Background: an optimization exercise with open tools, aiming at small area, a short achievable clock period and few clock cycles. Do not read the settings as production practice. At most, simulation tests tie the RTL to the original design; equivalence was not proved.

// kombajn
module kombajn
(
	input              rst,
	input              clk,
	input              start,
	input      [63:0]  data,
	input      [47:0]  start_key,
	output reg         busy,
	output reg         found,
	output     [127:0] keyout
);
localparam P = 5;
localparam B = 3 * P;                  
localparam [31:0] MAGIC = 32'h25706466;
localparam [31:0] DELTA = 32'h9e3779b9;
localparam [31:0] SUM0  = 32'hc6ef3720;
localparam [31:0] K1    = 32'h20697320;
reg  [63:0] data_reg;
reg  [7:0]  c1_raw;        
reg  [39:0] hi;            
reg  [6:0]  p;             
reg         first;         
reg  [7:0]  cnt;
reg  [31:0] sum;           
reg  [15:0] sum2;          
reg  [31:0] ky;            
reg  [15:0] ky2;           
reg  [31:0] d;             
reg         hitr;          
reg  [4:0]  hq;            
reg  [7:0]  kc1;           
wire [39:0] hi_next;
wire        hi_last;
keygen kg (.hi(hi), .next(hi_next), .last(hi_last));
assign keyout = {80'h68756c6b206973207468, kc1, hi};
wire [6:0] pos0 = (c1_raw == 8'd32) ? 7'd123 : c1_raw[6:0];
function [7:0] chr;
	input [6:0] p;
	input [6:0] q;
	reg   [6:0] s;
	begin
		s   = p + q;
  ...
Size in the first run: ~6900 cells after synthesis, ~1500 flip-flops.
Settings: LEC_CHECK=0, CAP_MARGIN=20, CORE_MARGIN=2, CORE_UTILIZATION=70, CTS_CLUSTER_DIAMETER=60, CTS_CLUSTER_SIZE=24, SETUP_SLACK_MARGIN=5, SLEW_MARGIN=20; clock period 8.0 ns.
run.sh (not shown) runs the stock make flow with config.mk's settings and CLKGATE_MAP_FILE= SYNTH_SCRIPT=/design/flow/synth_recipe.tcl, a recipe that flattens the netlist after the stock synthesis.
The starting point finished with timing, DRC and antenna clean.
Testbench counts at the start, summed over its fixed seeds: cycles 163,140.
==> next run, changes <==
Settings changed: CORE_UTILIZATION 70 to 60, CTS_CLUSTER_DIAMETER 60 to default, CTS_CLUSTER_SIZE 24 to default.
=> Global-route usage goes down by 6.4 points. Wire length goes down by 2.9%. Count of clock-buffer cells in the layout goes up by 98. Die area goes up by 16%. Synthesized area is unchanged. Setup slack degrades by 0.0034 ns. Cell count goes up by 3.7%. Maximum frequency barely changes. Hold slack is about the same. Utilization goes down by 9.3 points.

* * *

## ember
Another version of the RTL of kombajn (not shown whole).
Size: about 6700 cells after synthesis, about 1500 flip-flops, about 250 I/O pins.
Settings: LEC_CHECK=0, CAP_MARGIN=20, CORE_MARGIN=2, CORE_UTILIZATION=60, CTS_CLUSTER_DIAMETER=70, CTS_CLUSTER_SIZE=30, SETUP_SLACK_MARGIN=5, SLEW_MARGIN=20; clock period 8.0 ns.
ember | stages: all done | timing, DRC, antenna: all pass
Testbench counts of ember, summed over its fixed seeds: cycles 163,140.
Inputs modified between ember and harbor:
Settings: ABC_AREA newly set to 1.
Notes after the runs:
- ember → harbor: global-route usage higher; sequential share of layout area decreased 0.50 points.
- harbor ends up with a fmax that is 3.1% lower than in ember.
- In harbor, count of vias placed by the detailed router is higher than in ember.
- Taking harbor over ember, the number of filler instances in the final layout ratio works out to 1.07.
- ember reports its combinational family with the most area after synthesis as compound AO/OA/AOI/OAI gates while harbor reports simple AND/OR/NAND/NOR gates.
- harbor went all the way through the flow, and no timing, DRC or antenna check failed.
- Compared to ember, harbor has final instance area 1.0% higher.
Edits applied to the flow inputs when going from harbor to xenon:
Settings: a change of CTS_CLUSTER_SIZE from 30 to 24; a change of CTS_CLUSTER_DIAMETER from 70 to 60.
## What came out
xenon completed; timing, DRC and antenna clean
Delta (xenon minus harbor): non-clock buffer count moved down, first-pass iteration count of the detailed router went down 2, global-route usage over all layers rose 0.16 points.
Summary of the comparison: number of clock-tree buffers in the layout is higher in xenon, relative to harbor.
Relative area of clock buffers and inverters in the final design, harbor and xenon, lower one = harbor.
Against harbor, xenon comes in 1300 um higher on wire length.
Going from harbor to xenon, met2 track demand over resource shows no meaningful change; share of final layout cell area taken by non-clock buffers shows no meaningful change; hold slack shows an increase of 11 ps.

* * *

kombajn, a different RTL version from the one above (not shown whole).
Size: roughly 7400 cells after synthesis, ~1600 flip-flops, ~250 I/O pins, roughly 81000 um^2 of cells after synthesis.
Design kombajn, start of the top module:
module kombajn
(
	input              rst,
	input              clk,
	input              start,
	input      [63:0]  data,
	input      [47:0]  start_key,
	output reg         busy,
	output reg         found,
	output     [127:0] keyout
);
export LEC_CHECK = 0
export CAP_MARGIN = 20
export CORE_MARGIN = 2
export CORE_UTILIZATION = 40
export SETUP_SLACK_MARGIN = 4.5
export SLEW_MARGIN = 20
create_clock -name core_clock -period 8.0 [get_ports {clk}]
The starting point finished with timing, DRC and antenna clean.
Then changed:
CORE_UTILIZATION = 60   (was 40)
Outcome: Die area fell by a quarter to a third; flip-flop and latch count does not change.
No functional check of the RTL was part of any run of this note.

==> what the ideal ports hide <==
Ports are ideal in the flow. The routed layouts listed here were re-timed in OpenROAD. Step 1: set_driving_cell puts a clkbuf_16 on clk and a buf_2 on each other input, an assumption about the parent block. Step 2 times the ports against the registers' clock, not the clock port: input delays grow and output delays shrink by t, the midpoint of the rising clock arrivals with the driver on. Slacks: ideal / step 1 / step 2; pairs: ideal / step 1.
run	t, ns	setup slack, ns	hold slack, ns	clock arrival spread, ns
the first run of note 1	0.791	4.843 / 4.843 / 4.206	0.317 / 0.317 / 0.317	0.044 / 0.045
the second run of note 1	0.838	4.840 / 4.840 / 4.352	0.319 / 0.319 / 0.319	0.043 / 0.044
ember	0.754	5.028 / 4.953 / 4.488	0.307 / 0.307 / 0.307	0.047 / 0.047
harbor	0.768	4.933 / 4.854 / 4.489	0.302 / 0.302 / 0.302	0.045 / 0.045
xenon	0.789	4.981 / 4.904 / 4.474	0.313 / 0.313 / 0.313	0.037 / 0.036
the first run of note 3	0.923	4.009 / 4.009 / 4.009	0.302 / 0.302 / 0.302	0.046 / 0.047
the second run of note 3	0.885	3.991 / 3.991 / 3.991	0.314 / 0.314 / 0.314	0.030 / 0.029
After both steps every run listed still meets setup and hold. For the first run of note 1, which loses most, drivers alone change the setup slack by 0.000 ns; drivers and shift together by -0.637 ns.
